Background: an optimization exercise with open tools, aiming at small area and a short achievable clock period. Do not read the settings as production practice.
At most, simulation tests tie the RTL to the original design; equivalence was not proved.
Power and IR drop assume default switching activity.

R:
==> flow/design.v <==
module PCPU (
	input wire clock,
	input wire [15:0] d_datain,
	input wire enable,
	input wire [15:0] i_datain,
	input wire reset,
	input wire start,
	output wire [15:0] d_addr,
	output wire [15:0] d_dataout,
	output wire d_we,
	output wire [7:0] i_addr,
	output wire [15:0] regi0,
	output wire [15:0] regi1,
	output wire [15:0] regi2,
	output wire [15:0] regi3,
	output wire [15:0] regi4,
	output wire [15:0] regi5,
	output wire [15:0] regi6,
	output wire [15:0] regi7,
	output wire [2:0] wb_addr
);
localparam [4:0] OP_LOAD = 5'b00010, OP_STORE = 5'b00011, OP_MOVI = 5'b00100,
                 OP_SHR  = 5'b00101, OP_CAL   = 5'b00110, OP_CAR  = 5'b00111,
                 OP_ADD  = 5'b01000, OP_ADDI  = 5'b01001, OP_ADDC = 5'b10001,
                 OP_SUB  = 5'b10010, OP_SUBI  = 5'b10011, OP_SUBC = 5'b10100,
                 OP_CMP  = 5'b01100, OP_AND   = 5'b01101, OP_OR   = 5'b01110,
                 OP_XOR  = 5'b01111, OP_JUMP  = 5'b11000, OP_HALT = 5'b00001;
reg        run;                  
reg [7:0]  pc;
reg [4:0]  id_op;
reg [2:0]  id_rd;
reg [7:0]  id_lo;                
reg [7:0]  id_sA, id_sB;         
reg [4:0]  ex_op;
reg [2:0]  ex_rd;
reg        ex_sub;               
reg        ex_usec;              
reg [15:0] reg_A, reg_B, smdr;
reg [3:0]  ex_sh;                
reg        mem_wr, mem_load, mem_fs, mem_halt;
reg [2:0]  mem_rd;
reg        dw, jump;
reg [15:0] reg_C, smdr1;
reg        zf, sf, cf;
reg        wb_wr, wb_halt;
reg [2:0]  wb_rd;
reg [15:0] reg_C1;
reg [15:0] gr [0:7];
assign i_addr    = pc;
assign d_addr    = reg_C;
assign d_dataout = smdr1;
assign d_we      = dw;
assign wb_addr   = wb_rd;
assign regi0 = gr[0];
assign regi1 = gr[1];
assign regi2 = gr[2];
assign regi3 = gr[3];
assign regi4 = gr[4];
assign regi5 = gr[5];
assign regi6 = gr[6];
assign regi7 = gr[7];
wire wb_we = run & wb_wr;
wire [15:0] grn [0:7];           
genvar gi;
generate
	for (gi = 0; gi < 8; gi = gi + 1) begin : g_rf
		assign grn[gi] = (wb_we && wb_rd == gi) ? reg_C1 : gr[gi];
		always @(posedge clock or negedge reset)
			if (!reset) gr[gi] <= 16'd0;
			else        gr[gi] <= grn[gi];
	end
endgenerate
wire [15:0] c1n = mem_load ? d_datain : reg_C;
wire ex_wr = (ex_op == OP_MOVI) || (ex_op == OP_SHR) || (ex_op == OP_CAL) ||
             (ex_op == OP_CAR)  || (ex_op == OP_ADD) || (ex_op == OP_ADDI) ||
             (ex_op == OP_ADDC) || (ex_op == OP_SUB) || (ex_op == OP_SUBI) ||
             (ex_op == OP_SUBC) || (ex_op == OP_AND) || (ex_op == OP_OR) ||
             (ex_op == OP_XOR);
wire ex_fs = (ex_op == OP_ADD)  || (ex_op == OP_ADDI) || (ex_op == OP_ADDC) ||
             (ex_op == OP_SUB)  || (ex_op == OP_SUBI) || (ex_op == OP_SUBC) ||
             (ex_op == OP_CMP);
wire ex_load  = ex_op == OP_LOAD;
wire ex_store = ex_op == OP_STORE;
wire ex_halt  = ex_op == OP_HALT;
wire ex_br    = (ex_op[4:3] == 2'b11) && (ex_op[2:1] != 2'b00);
wire        cin = ex_sub ^ (ex_usec & cf);
wire [15:0] bop = reg_B;
wire [15:0] bx  = bop ^ {16{ex_sub}};
wire [17:0] sum18 = {1'b0, reg_A, 1'b1} + {1'b0, bx, cin};
wire [15:0] sum = sum18[16:1];
wire        cout = sum18[17];
wire        is_cal = ex_op == OP_CAL;
wire        fill   = (ex_op == OP_CAR) & reg_A[15];
wire [3:0]  r  = ex_sh;
wire [15:0] q1 = r[0] ? {reg_A[14:0], reg_A[15]}  : reg_A;
wire [15:0] q2 = r[1] ? {q1[13:0], q1[15:14]}     : q1;
wire [15:0] q3 = r[2] ? {q2[11:0], q2[15:12]}     : q2;
wire [15:0] q4 = r[3] ? {q3[7:0],  q3[15:8]}      : q3;
reg  [15:0] keep;
integer ki;
always @(*)
	for (ki = 0; ki < 16; ki = ki + 1)
		keep[ki] = is_cal ? (ki >= r) : ((r == 4'd0) || (ki < r));
wire [15:0] sh = (q4 & keep) | ({16{fill}} & ~keep);
reg [3:0] lut;
always @(*) begin
	case (ex_op)
		OP_AND:  lut = 4'b1000;
		OP_OR:   lut = 4'b1110;
		OP_XOR:  lut = 4'b0110;
		default: lut = 4'b1010;         
	endcase
end
wire ex_shift = (ex_op == OP_SHR) || (ex_op == OP_CAL) || (ex_op == OP_CAR);
wire ex_logic = (ex_op == OP_AND) || (ex_op == OP_OR) || (ex_op == OP_XOR) || (ex_op == OP_MOVI);
wire [15:0] lg;
genvar bi;
generate
	for (bi = 0; bi < 16; bi = bi + 1) begin : g_lut
		assign lg[bi] = lut[{reg_A[bi], bop[bi]}];
	end
endgenerate
wire ex_arith = ~(ex_logic | ex_shift);
wire [15:0] alu_ns = ex_logic ? lg : sh;        
wire [15:0] alu = ex_arith ? sum : alu_ns;
wire id_rdA = (id_op[4:3] == 2'b11 && id_op[2:1] != 2'b00) ||
              (id_op == OP_ADDI) || (id_op == OP_SUBI) || (id_op == OP_MOVI);
wire id_store = id_op == OP_STORE;
wire id_imm4 = (id_op == OP_LOAD) || (id_op == OP_STORE) || (id_op == OP_MOVI) ||
               (id_op == OP_SHR)  || (id_op == OP_CAL)   || (id_op == OP_CAR);
wire id_imm8 = (id_op[4:3] == 2'b11 && id_op[2:1] != 2'b00) ||
               (id_op == OP_ADDI) || (id_op == OP_SUBI);
wire id_jump = id_op == OP_JUMP;
wire id_rsh  = (id_op == OP_SHR) || (id_op == OP_CAR);
wire [4:0] f_op = i_datain[15:11];
wire f_rdA = (f_op[4:3] == 2'b11 && f_op[2:1] != 2'b00) ||
             (f_op == OP_ADDI) || (f_op == OP_SUBI) || (f_op == OP_MOVI);
wire f_store = f_op == OP_STORE;
wire fA_ex  = ex_wr  && id_sA[ex_rd];
wire fA_mem = mem_wr && id_sA[mem_rd];
wire fB_ex  = ex_wr  && id_sB[ex_rd];
wire fB_mem = mem_wr && id_sB[mem_rd];
reg [15:0] rfA, rfB;
integer ri;
always @(*) begin
	rfA = 16'd0; rfB = 16'd0;
	for (ri = 0; ri < 8; ri = ri + 1) begin
		rfA = rfA | ({16{id_sA[ri]}} & gr[ri]);
		rfB = rfB | ({16{id_sB[ri]}} & gr[ri]);
	end
end
wire [15:0] rA = (fA_ex & ex_arith) ? sum : fA_ex ? alu_ns : fA_mem ? c1n : (wb_we & id_sA[wb_rd]) ? reg_C1 : rfA;
wire [15:0] rB = (fB_ex & ex_arith) ? sum : fB_ex ? alu_ns : fB_mem ? c1n : (wb_we & id_sB[wb_rd]) ? reg_C1 : rfB;
wire id_sub  = (id_op == OP_SUB) || (id_op == OP_SUBI) || (id_op == OP_SUBC) || (id_op == OP_CMP);
wire id_usec = (id_op == OP_ADDC) || (id_op == OP_SUBC);
wire [4:0] i_op = i_datain[15:11];
wire id_load = id_op == OP_LOAD;
wire f_c1 = i_op[4:2] == 3'b001;                                    
wire f_c2 = (i_op == OP_ADD) || (i_op == OP_ADDC) || (i_op == OP_SUB) || (i_op == OP_SUBC) ||
            (i_op == OP_CMP) || (i_op == OP_AND)  || (i_op == OP_OR)  || (i_op == OP_XOR);
wire f_c3 = (i_op == OP_ADDI) || (i_op == OP_SUBI) || (i_op == OP_MOVI);  
wire hz = ((f_c1 | f_c2) & (id_rd == i_datain[6:4])) |
          (f_c2 & (id_rd == i_datain[2:0])) |
          (f_c3 & (id_rd == i_datain[10:8]));
wire kill    = jump | id_jump;                  
wire ld_live = id_load & ~jump;                 
wire f_bub   = kill | (ld_live & hz);           
wire pc_hold = ~run | (ld_live & hz);
wire [7:0] pc_new = jump ? reg_C[7:0] : id_jump ? id_lo : pc + 8'd1;
wire zf_now = mem_fs ? (reg_C == 16'd0) : zf;
reg  cond;
always @(*) begin
	case (ex_op[2:1])
		2'b01:   cond = zf_now;
		2'b10:   cond = sf;
		default: cond = cf;
	endcase
end
always @(posedge clock or negedge reset) begin
	if (!reset) begin
		run <= 1'b1;
		pc <= 8'd0;
		id_op <= 5'd0; id_rd <= 3'd0;
		ex_op <= 5'd0; ex_rd <= 3'd0;
		mem_wr <= 1'b0; mem_load <= 1'b0; mem_fs <= 1'b0; mem_halt <= 1'b0;
		mem_rd <= 3'd0; dw <= 1'b0; jump <= 1'b0;
		zf <= 1'b0; sf <= 1'b0; cf <= 1'b0;
		wb_wr <= 1'b0; wb_halt <= 1'b0; wb_rd <= 3'd0;
	end else begin
		run <= run & ~wb_halt;
		if (!pc_hold) pc <= pc_new;
		if (f_bub) begin
			id_op <= 5'd0; id_rd <= 3'd0;
		end else begin
			id_op <= i_datain[15:11]; id_rd <= i_datain[10:8];
		end
		if (jump || id_jump) begin
			ex_op <= 5'd0; ex_rd <= 3'd0;
		end else begin
			ex_op <= id_op; ex_rd <= id_rd;
		end
		if (jump) begin
			mem_wr <= 1'b0; mem_load <= 1'b0; mem_fs <= 1'b0; mem_halt <= 1'b0;
			mem_rd <= 3'd0;
		end else begin
			mem_wr <= ex_wr | ex_load; mem_load <= ex_load; mem_fs <= ex_fs;
			mem_halt <= ex_halt; mem_rd <= ex_rd;
		end
		if (run) dw <= ex_store & ~jump;
		jump <= ~jump & ex_br & (cond ^ ex_op[0]);
		zf <= zf_now;
		if (ex_fs && !jump) begin
			sf <= alu[15];
			cf <= cout ^ ex_sub;
		end
		wb_wr <= mem_wr; wb_halt <= mem_halt;
		if (run) wb_rd <= mem_rd;
	end
end
always @(posedge clock) begin
	id_lo <= i_datain[7:0];
	id_sA <= 8'd1 << (f_rdA ? i_datain[10:8] : i_datain[6:4]);
	id_sB <= 8'd1 << (f_store ? i_datain[10:8] : i_datain[2:0]);
	reg_A <= rA;
	ex_sh <= id_rsh ? 4'd0 - id_lo[3:0] : id_lo[3:0];
	reg_B <= id_imm4 ? {12'd0, id_lo[3:0]} : id_imm8 ? {8'd0, id_lo} : rB;
	smdr  <= rB;
	ex_sub  <= id_sub;
	ex_usec <= id_usec;
	if (run) begin
		reg_C <= alu;
		smdr1 <= smdr;
	end
	reg_C1 <= c1n;
end
endmodule
export LEC_CHECK = 0
export CAP_MARGIN = 20
export CORE_MARGIN = 2
export CORE_UTILIZATION = 50
export SETUP_SLACK_MARGIN = 3.4
export SLEW_MARGIN = 20
create_clock -name core_clock -period 6.0 [get_ports {clock}]
standard.sh (not shown) runs the stock make flow with config.mk's settings and CLKGATE_MAP_FILE= SYNTH_SCRIPT=/design/flow/synth_recipe.tcl, a recipe that flattens the netlist after the stock synthesis.
==> flow/flow/run.sh <==
#!/bin/bash
# Standard layout (the standard.sh) with two changes: the port buffers use
# the smallest buffer cell, and the clock tree is built with larger sink
# clusters and no dummy loads. Each tool's output is in standard.log and in
# orfs/logs/.
set -euo pipefail
export BUFFER_PORTS_ARGS="-buffer_cell sky130_fd_sc_hd__buf_1"
export CTS_ARGS="-sink_clustering_enable -repair_clock_nets -dont_use_dummy_load -sink_clustering_size 25 -sink_clustering_max_diameter 80"
bash standard.sh > standard.log 2>&1
Relative to R, the following input files were edited for P:
--- a/flow/design.v
+++ b/flow/design.v
@@ -86,5 +86,5 @@
 wire        cin = ex_sub ^ (ex_usec & cf);
 wire [15:0] bop = reg_B;
-wire [15:0] bx  = bop ^ {16{ex_sub}};
+wire [15:0] bx  = bop;                  
 wire [17:0] sum18 = {1'b0, reg_A, 1'b1} + {1'b0, bx, cin};
 wire [15:0] sum = sum18[16:1];
@@ -150,6 +150,10 @@
 	end
 end
-wire [15:0] rA = (fA_ex & ex_arith) ? sum : fA_ex ? alu_ns : fA_mem ? c1n : (wb_we & id_sA[wb_rd]) ? reg_C1 : rfA;
-wire [15:0] rB = (fB_ex & ex_arith) ? sum : fB_ex ? alu_ns : fB_mem ? c1n : (wb_we & id_sB[wb_rd]) ? reg_C1 : rfB;
+wire [15:0] oA = fA_ex ? alu_ns : fA_mem ? c1n : (wb_we & id_sA[wb_rd]) ? reg_C1 : rfA;
+wire [15:0] oB = fB_ex ? alu_ns : fB_mem ? c1n : (wb_we & id_sB[wb_rd]) ? reg_C1 : rfB;
+wire [15:0] oBi = id_imm4 ? {12'd0, id_lo[3:0]} : id_imm8 ? {8'd0, id_lo} : oB;
+wire sA  = fA_ex & ex_arith;
+wire sB  = fB_ex & ex_arith;
+wire sBi = sB & ~id_imm4 & ~id_imm8;
 wire id_sub  = (id_op == OP_SUB) || (id_op == OP_SUBI) || (id_op == OP_SUBC) || (id_op == OP_CMP);
 wire id_usec = (id_op == OP_ADDC) || (id_op == OP_SUBC);
@@ -222,8 +226,8 @@
 	id_sA <= 8'd1 << (f_rdA ? i_datain[10:8] : i_datain[6:4]);
 	id_sB <= 8'd1 << (f_store ? i_datain[10:8] : i_datain[2:0]);
-	reg_A <= rA;
+	reg_A <= sA ? sum : oA;
 	ex_sh <= id_rsh ? 4'd0 - id_lo[3:0] : id_lo[3:0];
-	reg_B <= id_imm4 ? {12'd0, id_lo[3:0]} : id_imm8 ? {8'd0, id_lo} : rB;
-	smdr  <= rB;
+	reg_B <= (sBi ? sum : oBi) ^ {16{id_sub}};
+	smdr  <= sB ? sum : oB;
 	ex_sub  <= id_sub;
 	ex_usec <= id_usec;
Notes after the runs:
Any difference in number of global-route vias before repair between R and P is small enough to ignore.
Count of clock-buffer cells in the layout came out exactly the same in R and P.
Setup slack in P is smaller than in R.
Per the comparison of P with R, worst hold path depth down 1, switching power share of the total shows an increase of 0.73 points, via count essentially unchanged.
For P, only the layout was checked, not whether the RTL still works.

[afterwards: timing with drivers on the ports]
No port has a modelled driver above. Below, the same layouts with a new extraction and two added sets of constraints. Step 1: set_driving_cell puts a clkbuf_16 on clock and a buf_2 on each other input, an assumption about the parent block. Step 2 moves the port delays by t, midway between the first and last clock arrival at a register: inputs arrive t later, outputs are due t later. That takes back most of the time a late clock gives input paths. Three values: no drivers, after step 1, after step 2; two values: the first two.
run	t, ns	setup slack, ns	hold WS [ns]	clock arrival spread, ns
R	0.552	3.273 / 3.273 / 2.969	0.363 / 0.363 / 0.363	0.052 / 0.052
P	0.549	3.093 / 3.093 / 2.959	0.362 / 0.362 / 0.362	0.038 / 0.038
After both steps setup and hold are still met in every run listed. The setup slack of R, which loses most, moves by 0.000 ns with the drivers and by -0.304 ns with both steps.
